Context: an optimization exercise on an open-source flow, tuned for small area. The choices shown serve that exercise and are no tape-out recipe. Function was checked by simulation only, so behaviour that the tests miss may differ from the original. Power figures rest on the tool's default switching activity, not on a simulated workload.

### design/flow/design.v
module ALU(
input [31:0] a, imm,
input [31:12] u,
input lui, andi,
output [31:0] y
    );
    assign y = lui ? {u, 12'd0} : andi ? (a & imm) : (a + imm);
endmodule
module Banco_de_Registros(
input clk, rst, clr, ph, we,
input [3:0] waddr, raddr,
input [31:0] wdata,
output [31:0] rdata
    );
    wire [31:0] a_w [0:15];
    genvar g;
    generate for (g = 0; g < 16; g = g + 1) begin : ring
        reg [31:0] ra, rb;
        wire sel = clr | (we & (waddr == g));
        wire [31:0] d;
        if (g == 7)   
            assign d = clr ? {28'd0, {3{~rst}}, 1'b0} : wdata;
        else
            assign d = clr ? 32'd0 : wdata;
        always @(posedge clk) begin
            ra <= rb;
            rb <= sel ? d : ra;
        end
        assign a_w[g] = ra;
    end endgenerate
    assign rdata = a_w[raddr];
endmodule
module Extensor_de_Signo(
input [31:7] ir,
input store,
output [31:0] imm
    );
    assign imm = {{20{ir[31]}}, ir[31:25], store ? ir[11:7] : ir[24:20]};
endmodule
module Memoria_Datos(
input clk, rst, we, sb, lbu,
input [4:0] addr,
input [31:0] wdata,
output [31:0] rdata
    );
    wire [2:0] w = addr[4:2];
    wire [1:0] off = addr[1:0];
    wire [7:0] db [0:3];
    assign db[0] = sb ? wdata[7:0] : wdata[31:24];
    assign db[1] = wdata[23:16];
    assign db[2] = wdata[15:8];
    assign db[3] = wdata[7:0];
    wire [7:0] bv [0:3];
    genvar k, j;
    generate for (k = 0; k < 4; k = k + 1) begin : bank
        wire [2:0] idx = w + (k < off);
        wire [1:0] q = k - off;
        wire [7:0] wb = rst ? 8'd0 : db[q];
        wire bwe = we & (~sb | (q == 2'd0));
        wire [7:0] cells [0:7];
        for (j = 0; j < 8; j = j + 1) begin : cb
            reg [7:0] m;
            always @(posedge clk)
                if (rst | (bwe & (idx == j))) m <= wb;
            assign cells[j] = m;
        end
        assign bv[k] = cells[idx];
    end endgenerate
    wire [7:0] b0 = bv[off];
    wire [7:0] b1 = bv[off + 2'd1];
    wire [7:0] b2 = bv[off + 2'd2];
    wire [7:0] b3 = bv[off + 2'd3];
    assign rdata = lbu ? {24'd0, b0} : {b0, b1, b2, b3};
endmodule
module UC_ES(
input [2:0] st,
input load,
output reg [2:0] nxt
    );
    always @*
        case (st)
            3'd0: nxt = 3'd1;
            3'd1: nxt = 3'd2;
            3'd2: nxt = 3'd3;
            3'd3: nxt = load ? 3'd4 : 3'd0;
            default: nxt = 3'd0;
        endcase
endmodule
module Unidad_Control(
input clk, rst,
input [1:0] cls,
output st_f, st_d, st_x, st_w, st_m,
output reg pf,       
output reg ph,       
output clr,          
output is_lui, is_opi, is_load, is_store
    );
    reg [2:0] st;
    reg rst_d;
    wire [2:0] nxt;
    UC_ES LCES (.st(st), .load(is_load), .nxt(nxt));
    always @(posedge clk) begin
        st    <= rst ? 3'd0 : nxt;
        pf    <= ~rst & (st_m | (st_w & ~is_load));
        ph    <= ~rst & ~ph;
        rst_d <= rst;
    end
    assign clr = rst | rst_d;
    assign st_f = st == 3'd0;
    assign st_d = st == 3'd1;
    assign st_x = st == 3'd2;
    assign st_w = st == 3'd3;
    assign st_m = st == 3'd4;
    assign is_lui   = cls == 2'b11;
    assign is_opi   = cls == 2'b01;
    assign is_load  = cls == 2'b00;
    assign is_store = cls == 2'b10;
endmodule
module CPU_top(
input clk, rst,
input [31:0] imem_data,
output [31:0] imem_addr,
output [31:0] out
    );
    wire st_f, st_d, st_x, st_w, st_m, pf, ph, clr;
    wire is_lui, is_opi, is_load, is_store;
    reg  [31:7] ir;
    reg  [1:0]  cls;    
    Unidad_Control UC (.clk(clk), .rst(rst), .cls(cls),
        .st_f(st_f), .st_d(st_d), .st_x(st_x), .st_w(st_w), .st_m(st_m),
        .pf(pf), .ph(ph), .clr(clr),
        .is_lui(is_lui), .is_opi(is_opi), .is_load(is_load), .is_store(is_store));
    reg  [31:2] pc;
    wire [31:2] pc_inc = pc + 30'd1;
    always @(posedge clk)
        if (rst) pc <= 30'd0;
        else if (st_f) pc <= pc_inc;
    assign imem_addr = {pc, 2'b00};
    always @(posedge clk)
        if (st_f) begin
            ir  <= imem_data[31:7];
            cls <= {imem_data[5], imem_data[4]};
        end
    wire andi = ir[14];           
    wire lbu  = ir[14];           
    wire sb   = ~ir[13];          
    wire [4:0]  raddr = (st_d | st_x) ? ir[19:15] : ir[24:20];
    wire [31:0] rv;
    reg  [31:0] T;
    wire wr_now = ((st_w & ~is_load & ~is_store) | st_m | (st_f & pf & ~is_store)) & (ir[7] == ph);
    Banco_de_Registros Registers (.clk(clk), .rst(rst), .clr(clr), .ph(ph),
        .we(wr_now), .waddr(ir[11:8]), .wdata(T), .raddr(raddr[4:1]), .rdata(rv));
    wire [31:0] imm;
    Extensor_de_Signo ExtSign (.ir(ir), .store(is_store), .imm(imm));
    wire [31:0] alu;
    ALU CPU_ALU (.a(rv), .imm(imm), .u(ir[31:12]), .lui(is_lui), .andi(is_opi & andi), .y(alu));
    wire [31:0] mval;
    wire mwe = ((st_w & is_store) | (st_f & pf & is_store)) & (ir[20] == ph);
    Memoria_Datos Datos (.clk(clk), .rst(rst), .we(mwe), .sb(sb), .addr(T[4:0]),
        .wdata(rv), .lbu(lbu), .rdata(mval));
    wire t_alu = (st_d | st_x) & (is_lui | (ir[15] == ph));
    wire t_ld  = st_w & is_load;
    always @(posedge clk)
        if (t_alu | t_ld) T <= t_ld ? mval : alu;
    assign out = (st_w | st_m) ? T : {pc_inc, 2'b00};
endmodule
### design/flow/flow/run.sh
#!/bin/bash
set -euo pipefail
export CTS_ARGS="-sink_clustering_enable -repair_clock_nets -dont_use_dummy_load -sink_clustering_size 25 -sink_clustering_max_diameter 100"
export BUFFER_PORTS_ARGS="-buffer_cell sky130_fd_sc_hd__buf_1"
bash standard.sh > flow_make.log 2>&1
### design/flow/constraint.sdc
create_clock -name core_clock -period 10.5 [get_ports {clk}]
set_input_delay 2.1000 -clock core_clock [delete_from_list [all_inputs] [get_ports {clk}]]
set_output_delay 2.1000 -clock core_clock [all_outputs]
set_load 0.01 [all_outputs]
### design/flow/standard.sh
#!/bin/bash
# synth_recipe.tcl (not shown) runs the flow's synth.tcl, then flattens the netlist and writes it again
# the make line also repeats each setting of config.mk as NAME=value (left out here)
make -C /OpenROAD-flow-scripts/flow DESIGN_CONFIG=/design/flow/config.mk WORK_HOME=/design/flow/orfs CLKGATE_MAP_FILE= SYNTH_SCRIPT=/design/flow/synth_recipe.tcl "${@:-finish}"
### design/flow/config.mk
export PLATFORM = sky130hd
export DESIGN_NAME = CPU_top
export DESIGN_NICKNAME = CPU_top
export VERILOG_FILES = /design/flow/design.v
export SDC_FILE = /design/flow/constraint.sdc
export NUM_CORES = 8
export LEC_CHECK = 0
export CAP_MARGIN = 20
export CORE_MARGIN = 2
export CORE_UTILIZATION = 30
export PLACE_DENSITY = 0.5
export SLEW_MARGIN = 20
==> reports/qor.csv, run 1 <==
metric,value,unit
fin_skew,0.130,ns
synth_top_area_cell,dfxtp_1,
maxSlewViolCount,0,
critPathLaunchType,flip-flop,
portBuffers,90,
grt_pass1_vias,35300,
synth_cells,5064,
cp-end-kind,flip-flop,
ys_ff_latch,1375,
p_switching,0.00298,W
postCtsSetupRepairBufs,0,
multi_input_area,18300,µm²
grt_use_total,21.5,%
clk_pin_slew_worst_paths,0.10,ns
clkPwrFrac,27.7,%
cts.path.max_buffers,3,
die-area,171000,µm²
reg2reg_from,UC.st[0],
p_leak,18.3,nW
p_seq_share,56.4,%
yosysSeqAreaShare,61.1,%
yosysMostFrequentCell,nand2_1,
drtIter0Drc,4232,
first_pass_iters,6,
clk_root_buffer_cell,clkbuf_16,
vias,37800,
die_width,413,µm
yosysWarningCount,5,
finalSetupViolCount,0,
rows,150,
viasPerCell,5.29,
crit_fanout,37,
cap_violations,0,
seqCellArea,30700,µm²
avgSynthCellArea,9.92,µm²
async_flop_share,0,%
hp-class,reg -> reg,
fin_crit_sh,67.2,%
numCtsBuffers,66,
slew_headroom,19.2,%
dp_hpwl,113000,µm
power.internal,0.00716,W
initial_core_util,30.1,%
wl_per_cell,26.4,µm
cts.sinks,1375,
startpoint,UC.st[0],
fp.dieH,413,µm
layoutNonFillerInstCount,7140,
power,0.0101,W
post-route-util,32.8,%
hold_viol_final,0,
p_per_area,185,nW/µm²
drtAntennaViolNets,0,
grt_pass1_wl,265000,µm
r2r_cells,21,
antenna_found_initial,8,
worst_slew_pin_slew,1.21,ns
synthTopCellsByCount,"nand2_1 (1221), dfxtp_1 (1060), a21oi_1 (671), clkbuf_1 (375), edfxtp_1 (315)",
min_period,7.06,ns
path_class,reg -> reg,
drive_gt1_share,6.44,%
ctsHoldBuffers,0,
syn_area,50200,µm²
critical_path.endpoint,T[26],
gp_congestion,0.903,
required,10.92,ns
rsz0062_at_grt,no,
status,no timing/DRC/antenna violations,
synth_edf_count,315,
peakVddDrop,0.000101,V
fmax,142,MHz
clock_latency,0.74,ns
synth_top_area_share,42.2,%
fillers,16900,
ys_top_cells_by_area,"dfxtp_1 (42%), edfxtp_1 (19%), nand2_1 (9.1%)",
power_frac_comb,16.0,%
coreArea,167000,µm²
cts-resized-gates,0,
area_growth,8.98,%
io_pins,98,
ys.flop_type,dfxtp_1,
grt_overflow,0,
cts_tree,done,
synth_cell_types,75,
fin_setup_tns,0,ns
cp.arrival,7.48,ns
reg2reg_slack,3.44,ns
final_nets,5015,
grt_max_degree,192,
drc,0,
dp_cells,7072,
totalWireLength,188000,µm
cts_max_level,3,
switching_share,29.4,%
timing.rr.end,T[26],
-- through the flow --
step / instance area (µm²) / worst slack (ns) / hold WS [ns]
6_report: 54700 / 3.44 / 0.270
5_1_grt: 54700 / 3.22 / 0.275
4_1_cts: 54700 / 3.60 / 0.270
3_5_place_dp: 53100 / 3.55 / 0.312
3_3_place_gp: 53100 / 3.56 / 0.309
2_1_floorplan: 50200 / 5.51 / 0.310
-- power groups by stage --
stage               logic (W)  clock network (W)  registers (W)
finish                0.00162            0.00280        0.00572
global route          0.00170            0.00302        0.00573
CTS                   0.00160            0.00285        0.00572
detailed placement    0.00159                  0        0.00584
global placement      0.00159                  0        0.00583
floorplan            0.000997                  0        0.00572
-- cell type report --
class / count / area share, %
Sequential cell: 1375 / 56.0
Multi-Input combinational cell: 3244 / 33.4
Tap cell: 2204 / 5.04
Clock buffer: 66 / 3.02
Timing Repair Buffer: 203 / 2.19
Inverter: 47 / 0.322
Antenna cell: 1 / 0.00457
-- critical path, stage by stage, from the launching register on --
cell and delay, ns:
dfxtp_1 0.44, xnor2_2 0.14, buf_4 0.32, or2_1 0.15, buf_4 0.43, o31ai_4 0.12
buf_4 0.36, a22o_1 0.33, a221oi_1 0.37, o2111ai_1 0.56, ha_1 0.47, fa_1 0.49
a211oi_1 0.30, o311ai_0 0.23, a221o_1 0.41, o21ai_0 0.30, and2_1 0.21, o211ai_1 0.17
o221ai_1 0.45, nor4b_1 0.31, o21a_1 0.15, o21ai_0 0.09
-- how the worst min path moves through the flow --
stage / start / cells past startpoint / to / slack (ns)
final: Registers.ring[8].rb[7] / 0 / Registers.ring[8].ra[7] / 0.27
after global routing: Registers.ring[8].rb[7] / 0 / Registers.ring[8].ra[7] / 0.27
after CTS: Registers.ring[8].rb[7] / 0 / Registers.ring[8].ra[7] / 0.27
after detailed placement: Registers.ring[0].rb[19] / 0 / Registers.ring[0].ra[19] / 0.31
after global placement: Registers.ring[8].rb[11] / 0 / Registers.ring[8].ra[11] / 0.31
after floorplan: Registers.ring[0].rb[0] / 0 / Registers.ring[0].ra[0] / 0.31
-- logic make-up after synthesis --
kind of cell	synth area share, %
flip-flops	61.1
adder cells (fa/ha/maj)	1.11
other	0.00746
AND/OR/NAND/NOR	13.8
AO/OA/AOI/OAI	15.2
buffers and inverters	3.36
multiplexers	3.98
XOR/XNOR	1.52
-- cells in the final DEF, fill, tap and decap left out, types with 12 or more instances in the layout --
cell type	Yosys	layout
a22o_1	37	37
nand2_1	1221	1220
a221oi_1	39	39
nand3_1	76	73
a31oi_1	20	20
nor2b_1	15	15
a21o_1	22	22
and3_1	15	15
inv_1	42	40
or3_1	16	12
nor3_1	30	26
o21ai_0	104	102
dfxtp_1	1060	1060
o22ai_1	35	35
o22a_1	24	24
o211ai_1	17	17
nor4_1	12	12
mux2i_1	112	110
xnor2_1	42	38
buf_1	15	89
a22oi_1	153	153
and2_1	15	15
clkbuf_16	0	66
mux2_2	36	36
nor2_4	0	13
xor2_1	45	45
mux4_2	21	21
a21oi_1	671	671
o221ai_1	14	14
nand2b_1	16	16
nor2_1	210	195
edfxtp_1	315	315
buf_4	2	112
nand4_1	34	34
ha_1	43	43
-- registers in the layout, summed over array words and instances, names as in the netlist --
signal             flops
Datos.bank.cb.m      256
T                     32
UC.ph                  1
Registers.ring.rb    512
cls                    2
UC.st                  3
UC.rst_d               1
pc                    30
UC.pf                  1
Registers.ring.ra    512
ir                    25
-- per-layer routing --
metal  track usage (%)  vias to the layer above  part of all wire, %
met5                 0                        -                0.022
met4              6.65                        6                  3.1
met3              3.05                      251                  7.0
met2              34.4                     1430                   46
met1              29.8                    18900                   44
li1                  -                    17200                    -
==> run 2: changes to the inputs <==
==> design/flow/run.sh (new file) <==
#!/bin/bash
# synth_recipe.tcl (not shown) runs the flow's synth.tcl, then flattens the netlist and writes it again
# the make line also repeats each setting of config.mk as NAME=value (left out here)
make -C /OpenROAD-flow-scripts/flow DESIGN_CONFIG=/design/flow/config.mk WORK_HOME=/design/flow/orfs CLKGATE_MAP_FILE= SYNTH_SCRIPT=/design/flow/synth_recipe.tcl finish
removed: design/flow/flow/run.sh
removed: design/flow/standard.sh
==> run 2 against run 1 <==
Flip-flop and latch count is the same. Area after synthesis stayed put. First-iteration DRC count down 1.8%. Critical path depth rose by 1. Count of clock-buffer cells in the layout rose by 148. Critical path type unchanged. Largest power group unchanged.
==> reports/qor.csv, run 2 <==
metric,value,unit
status,no timing/DRC/antenna violations,
final_nets,5100,
clock_latency,0.81,ns
path_class,reg -> reg,
cts_tree,done,
initial_core_util,30.1,%
coreArea,167000,µm²
crit_fanout,30,
synth_cell_types,75,
fin_setup_tns,0,ns
synth_top_area_share,42.2,%
area_growth,16.3,%
grt_pass1_vias,36800,
reg2reg_slack,2.94,ns
viasPerCell,5.22,
worst_slack,2.94,ns
cp.arrival,8.12,ns
worst_slew_pin_slew,1.30,ns
first_pass_iters,6,
finalSetupViolCount,0,
required,11.06,ns
drive_gt1_share,9.23,%
vias,38300,
cts_max_level,4,
wl_per_cell,25.7,µm
grt_use_total,21.6,%
postCtsSetupRepairBufs,0,
ctsHoldBuffers,0,
die-area,171000,µm²
grt_pass1_wl,268000,µm
io_pins,98,
layout_commonest_cell,nand2_1,
layout_common_cells,"nand2_1 (1220), dfxtp_1 (1060), a21oi_1 (671)",
synth_compound_area_share,15.2,%
hold_viol_final,0,
dp_hpwl,113000,µm
antenna_found_initial,6,
peakVddDrop,0.000171,V
async_flop_share,0,%
cts-resized-gates,0,
grt_overflow,0,
rows,150,
portBuffers,90,
die_width,413,µm
top_regs,"Registers.ring.ra x512, Registers.ring.rb x512, Datos.bank.cb.m x256",
synthXorXnorAreaFrac,1.52,%
drtIter0Drc,4157,
yosysMostFrequentCell,nand2_1,
critical_path.endpoint,T[28],
ys.flop_type,dfxtp_1,
synth_fa_ha_area_share,1.11,%
rsz0062_at_grt,no,
p_leak,20.1,nW
synth_cells,5064,
yosysWarningCount,5,
synth_edf_count,315,
hold_start,Registers.ring[15].rb[25],
timing.rr.end,T[28],
fin_skew,0.0655,ns
yosysSeqAreaShare,61.1,%
synth_top_area_cell,dfxtp_1,
startpoint,UC.st[0],
maxSlewViolCount,0,
drc,0,
fillers,16600,
cts.path.max_buffers,3,
cap_violations,0,
fmax,132,MHz
fp.dieH,413,µm
p_per_area,214,nW/µm²
gp_congestion,0.946,
reg2reg_from,UC.st[0],
slew_headroom,13.3,%
ys_top_cells_by_area,"dfxtp_1 (42%), edfxtp_1 (19%), nand2_1 (9.1%)",
fin_crit_sh,72.0,%
seqCellArea,30700,µm²
critPathLaunchType,flip-flop,
hp-class,reg -> reg,
r2r_cells,22,
synthTopCellsByCount,"nand2_1 (1221), dfxtp_1 (1060), a21oi_1 (671), clkbuf_1 (375), edfxtp_1 (315)",
drtAntennaViolNets,0,
numCtsBuffers,145,
syn_area,50200,µm²
synthMuxAreaShare,3.98,%
min_period,7.56,ns
hold_path_depth,0,
synth_top_family_by_area,compound AO/OA/AOI/OAI gates,
cp-end-kind,flip-flop,
multi_input_area,18300,µm²
totalWireLength,189000,µm
cts.sinks,1375,
synthSimpleGateAreaFrac,13.8,%
clk_pin_slew_worst_paths,0.06,ns
grt_max_degree,207,
avgSynthCellArea,9.92,µm²
ys_ff_latch,1375,
clk_root_buffer_cell,clkbuf_16,
detailedPlace.worstSlack,3.02,ns
[run 2: cell counts after synthesis]
Identical to the previous run, type by type.
[run 2: metal layers]
layer  wire length (µm)  GRT usage (%)
met5                 55              0
met1              82300           29.4
met3              13200           3.66
met2              86700           34.7
met4               6390           7.62
[run 2: through the flow]
stage / power [W] / util, % / instances / hold WS (ns) / instance area (µm²)
global route: 0.0129 / 35.1 / 7342 / 0.322 / 58400
finish: 0.0125 / 35.1 / 7343 / 0.305 / 58400
floorplan: 0.00672 / - / 5065 / 0.310 / 50200
global placement: 0.00745 / 32.2 / 7079 / 0.310 / 53700
detailed placement: 0.00745 / 32.2 / 7079 / 0.312 / 53700
CTS: 0.0126 / 35.1 / 7342 / 0.304 / 58400
[run 2: worst max-delay path, cell delays in order (launching register included)]
cell and delay (ns):
dfxtp_1 0.43, xnor2_2 0.14, buf_4 0.32, or2_1 0.55
buf_4 0.43, mux2_2 0.37, buf_4 0.21, buf_4 0.34
a22oi_1 0.25, o311a_1 0.19, o2111ai_1 0.49, ha_1 0.48
fa_1 0.49, a211oi_1 0.32, o311ai_0 0.27, a221o_1 0.40
o21ai_0 0.26, and2_1 0.20, o211ai_1 0.16, o221ai_1 0.40
a21oi_1 0.16, mux2i_1 0.15, a221oi_1 0.31
[run 2: cell type report]
| class | count | area share (%) |
|---|---|---|
| sequential | 1375 | 52.5 |
| multi-input combinational | 3244 | 31.2 |
| clock buffer | 214 | 7.30 |
| tap | 2204 | 4.72 |
| timing repair buffer | 209 | 3.08 |
| clock inverter | 49 | 0.848 |
| inverter | 47 | 0.302 |
| antenna | 1 | 0.00428 |
[run 2: cell families after synthesis]
| family | after synthesis |
|---|---|
| AO/OA/AOI/OAI | 1248 |
| other | 1 |
| AND/OR/NAND/NOR | 1694 |
| flip-flops | 1375 |
| adder cells (fa/ha/maj) | 44 |
| XOR/XNOR | 87 |
| buffers and inverters | 446 |
| multiplexers | 169 |
[run 2: worst min-delay path by stage]
| stage | end | slack [ns] |
|---|---|---|
| floorplan | Registers.ring[0].ra[0] | 0.31 |
| global placement | Registers.ring[1].ra[8] | 0.31 |
| detailed placement | Registers.ring[0].ra[14] | 0.31 |
| CTS | Registers.ring[15].ra[25] | 0.30 |
| global route | Registers.ring[11].ra[23] | 0.32 |
| finish | Registers.ring[15].ra[25] | 0.31 |
[run 2: power by group]
| group | internal, W | switching, W | total (W) |
|---|---|---|---|
| registers | 0.00557 | 0.000153 | 0.00573 |
| clock network | 0.00292 | 0.00222 | 0.00514 |
| logic | 0.000480 | 0.00115 | 0.00163 |
==> run 3: changes to the inputs <==
==> design/flow/flow/run.sh (new file) <==
#!/bin/bash
# Standard ORFS flow (the standard.sh) with three changes:
#  - synthesis: the same script, but ABC maps with an area-oriented script
#    (flow/abc_area.script: &nf -a) instead of ORFS's delay-oriented one.
#    Registers are untouched (ABC only maps the combinational logic).
#  - clock tree: larger sink clusters (25 flip-flops per leaf buffer) and no
#    dummy loads;
#  - port buffers: the smallest buffer (buf_1).
set -euo pipefail
W=$(pwd)
F=$W/flow
# synthesis script: synth_recipe.tcl, sourcing a copy of ORFS synth.tcl whose
# ABC call uses flow/abc_area.script
sed "s#source \$::env(SCRIPTS_DIR)/synth_preamble.tcl#source \$::env(SCRIPTS_DIR)/synth_preamble.tcl\nset abc_args [lreplace \$abc_args 1 1 $F/abc_area.script]#" \
    "$FLOW_HOME/scripts/synth.tcl" > $W/own_synth_core.tcl
sed "s#source \$::env(SCRIPTS_DIR)/synth.tcl#source $W/own_synth_core.tcl#" $W/synth_recipe.tcl > $W/own_synth.tcl
grep -q "own_synth_core.tcl" $W/own_synth.tcl
grep -q "abc_area.script" $W/own_synth_core.tcl
sed "s#SYNTH_SCRIPT=[^ ]*#SYNTH_SCRIPT=$W/own_synth.tcl#" $W/standard.sh > $W/own_standard.sh
grep -q "SYNTH_SCRIPT=$W/own_synth.tcl" $W/own_standard.sh
export CTS_ARGS="-sink_clustering_enable -repair_clock_nets -dont_use_dummy_load -sink_clustering_size 25 -sink_clustering_max_diameter 100"
export BUFFER_PORTS_ARGS="-buffer_cell sky130_fd_sc_hd__buf_1"
bash $W/own_standard.sh > $W/flow_make.log 2>&1
==> design/flow/flow/abc_area.script (new file) <==
strash
&get -n
&st
&syn2
&dch
&nf -a
&put
topo
stime -c
buffer -c
upsize -c
dnsize -c
==> design/flow/standard.sh (new file) <==
#!/bin/bash
# synth_recipe.tcl (not shown) runs the flow's synth.tcl, then flattens the netlist and writes it again
# the make line also repeats each setting of config.mk as NAME=value (left out here)
make -C /OpenROAD-flow-scripts/flow DESIGN_CONFIG=/design/flow/config.mk WORK_HOME=/design/flow/orfs CLKGATE_MAP_FILE= SYNTH_SCRIPT=/design/flow/synth_recipe.tcl "${@:-finish}"
removed: design/flow/run.sh
==> run 3 against run 2 <==
Utilization shrank 2.2 points. Worst setup slack better by 0.85 ns. Final cell count is 13% lower. Non-clock buffer count shrank 36. Global-route usage shrank 3.4 points. Sequential power grew 9.6%. Flip-flop and latch count unchanged. Clock skew is 0.033 ns higher. Largest cell class unchanged. Largest power group unchanged.
==> reports/qor.csv, run 3 <==
metric,value,unit
status,no timing/DRC/antenna violations,
slowest_stage,o31ai_2,
hold_viol_final,0,
synth_compound_area_share,18.3,%
rsz0062_at_grt,no,
grt_pass1_vias,31100,
p_per_area,215,nW/µm²
rows,145,
vias,32500,
antenna_found_initial,7,
synthMuxAreaShare,0.943,%
gp_congestion,0.904,
synth_top_area_share,44.9,%
synth_cell_types,78,
reg2reg_from,UC.st[0],
fin_skew,0.0988,ns
path_delay_family,compound AO/OA/AOI/OAI gates,
io_pins,98,
first_pass_iters,6,
wl_per_cell,23.6,µm
drtIter0Drc,3009,
grt_overflow,0,
top_regs,"Registers.ring.ra x512, Registers.ring.rb x512, Datos.bank.cb.m x256",
yosysMostFrequentCell,dfxtp_1,
synth_fa_ha_area_share,1.18,%
fmax,149,MHz
initial_core_util,30.2,%
hold_end,Registers.ring[10].ra[13],
cts_max_level,2,
grt_use_total,18.2,%
crit_buf_inv,4,
timing.rr.end,T[28],
clk_pin_slew_worst_paths,0.11,ns
hold_path_depth,0,
slew_headroom,10.9,%
syn_area,47200,µm²
yosysSeqAreaShare,65.0,%
drive_gt1_share,5.49,%
numCtsBuffers,61,
hold_start,Registers.ring[10].rb[13],
clk_root_buffer_cell,clkbuf_16,
cp.arrival,7.13,ns
coreArea,156000,µm²
critPathLaunchType,flip-flop,
die_width,401,µm
maxSlewViolCount,0,
path_common_cell,buf_4,
dp_cells,6296,
drtAntennaViolNets,0,
cts_tree,done,
cp-end-kind,flip-flop,
dp_hpwl,96900,µm
clock_latency,0.74,ns
synthXorXnorAreaFrac,1.30,%
layout_common_cells,"dfxtp_1 (1060), nand2_1 (679), o21ai_0 (612)",
viasPerCell,5.10,
r2r_cells,20,
grt_max_degree,72,
grt_pass1_wl,220000,µm
yosysWarningCount,5,
portBuffers,90,
layoutNonFillerInstCount,6358,
finalSetupViolCount,0,
peakVddDrop,0.000156,V
synthSimpleGateAreaFrac,10.4,%
drc,0,
ctsHoldBuffers,0,
required,10.93,ns
fp.dieH,401,µm
ys_ff_latch,1375,
async_flop_share,0,%
avgSynthCellArea,10.8,µm²
cts-resized-gates,0,
synth_top_area_cell,dfxtp_1,
area_growth,8.79,%
fin_setup_tns,0,ns
postCtsSetupRepairBufs,0,
slowest_delay,0.91,ns
totalWireLength,150000,µm
cts.path.max_buffers,3,
crit_fanout,21,
synth_top_family_by_area,compound AO/OA/AOI/OAI gates,
cp_cell_sequence,"nor2_2, nor3b_4, buf_4, mux2i_4, nor4_4, buf_4, buf_4, a22oi_1, nand4_1, o31ai_2, inv_1, ha_1, nand2_1, or3_1, o21ai_0, a21oi_1, o31ai_1, xnor2_1, o21ai_0, a22o_1",
final_nets,4379,
ys.flop_type,dfxtp_1,
die-area,161000,µm²
fin_crit_sh,63.8,%
synth_cells,4359,
cts.sinks,1375,
p_leak,18.2,nW
hp-class,reg -> reg,
cap_violations,0,
ys_top_cells_by_area,"dfxtp_1 (45%), edfxtp_1 (20%), o21ai_0 (6.5%)",
synth_edf_count,315,
synthTopCellsByCount,"dfxtp_1 (1060), nand2_1 (679), o21ai_0 (613), edfxtp_1 (315), a22oi_1 (247)",
layout_commonest_cell,dfxtp_1,
worst_slew_pin_slew,1.33,ns
reg2reg_slack,3.80,ns
path_class,reg -> reg,
min_period,6.70,ns
run 3: how the worst max path moves through the flow:
| stage | start | endpoint | slack [ns] | cells past startpoint |
|---|---|---|---|---|
| after floorplan | UC.st[2] | T[30] | 5.79 | 21 |
| after global placement | UC.st[0] | T[25] | 3.93 | 21 |
| after detailed placement | UC.st[0] | T[25] | 3.97 | 21 |
| after CTS | UC.st[0] | T[30] | 3.95 | 21 |
| after global routing | UC.st[0] | T[30] | 3.47 | 21 |
| final | UC.st[0] | T[28] | 3.80 | 20 |
run 3: logic make-up (layout without fill, tap and decap cells):
| logic type | count (synthesis) | count (layout) |
|---|---|---|
| compound gates | 1398 | 1398 |
| flops | 1375 | 1375 |
| simple gates | 1101 | 1101 |
| buf+inv | 333 | 272 |
| xor+xnor | 70 | 70 |
| fa+ha+maj | 44 | 44 |
| mux | 37 | 37 |
| other cells | 1 | 3 |
run 3: power breakdown:
part           internal (W)  switching [W]  leakage, nW
clock               0.00104        0.00161        0.752
sequential          0.00602       0.000261         11.9
combinational      0.000621        0.00152         5.57
run 3: worst reg2reg max path, stage by stage (launching register included):
cell     delay (ns)
dfxtp_1        0.39
nor2_2         0.10
nor3b_4        0.16
buf_4          0.31
mux2i_4        0.71
nor4_4         0.11
buf_4          0.25
buf_4          0.34
a22oi_1        0.30
nand4_1        0.19
o31ai_2        0.91
inv_1          0.12
ha_1           0.45
nand2_1        0.17
or3_1          0.36
o21ai_0        0.39
a21oi_1        0.24
o31ai_1        0.39
xnor2_1        0.19
o21ai_0        0.14
a22o_1         0.23
run 3: final cells by class:
class | count | area [µm²]
Fill cell | 15800 | 105000
Tap cell | 2058 | 2570
Sequential cell | 1375 | 30700
Clock buffer | 61 | 1530
Inverter | 38 | 143
Antenna cell | 1 | 2.50
Timing Repair Buffer | 173 | 992
Multi-Input combinational cell | 2652 | 15500
run 3: layer usage:
metal	track usage, %	up-vias	routed length [µm]
met5	0	-	13
met4	3.76	2	3000
met3	1.99	150	7030
met2	29.1	756	67700
met1	26.5	16100	72400
li1	-	15400	-
run 3: metrics by stage:
stage / power [W] / hold WS [ns] / area [µm²] / setup WS, ns / utilization [%]
4_1_cts: 0.0111 / 0.293 / 51400 / 3.95 / 32.9
3_3_place_gp: 0.00850 / 0.310 / 49800 / 3.93 / 31.9
5_1_grt: 0.0115 / 0.314 / 51400 / 3.47 / 32.9
6_report: 0.0111 / 0.305 / 51400 / 3.80 / 32.9
3_5_place_dp: 0.00852 / 0.312 / 49800 / 3.97 / 31.9
2_1_floorplan: 0.00759 / 0.310 / 47200 / 5.79 / -

-- separate check: timing with driven ports --
Ports are ideal in the flow. The routed layouts listed here were re-timed in OpenROAD.
Step 1: set_driving_cell puts a clkbuf_16 on clk and a buf_2 on each other input, an assumption about the parent block.
Step 2, shift: input delay + t, output delay - t, t = (earliest + latest rising clock arrival at the registers) / 2. This alone moves slack from input paths to output paths.
Slacks: ideal ports / drivers / drivers and shift; pairs: ideal ports / drivers.
run	shift t [ns]	setup slack, ns	worst setup path after step 2	worst data-port slew with drivers (ns)
run 1	0.759	3.441 / 3.441 / 3.441	register to register	0.08
run 2	0.846	2.942 / 2.942 / 2.942	register to register	0.07
run 3	0.764	3.796 / 3.796 / 3.796	register to register	0.13
After both steps every run listed still meets setup and hold.
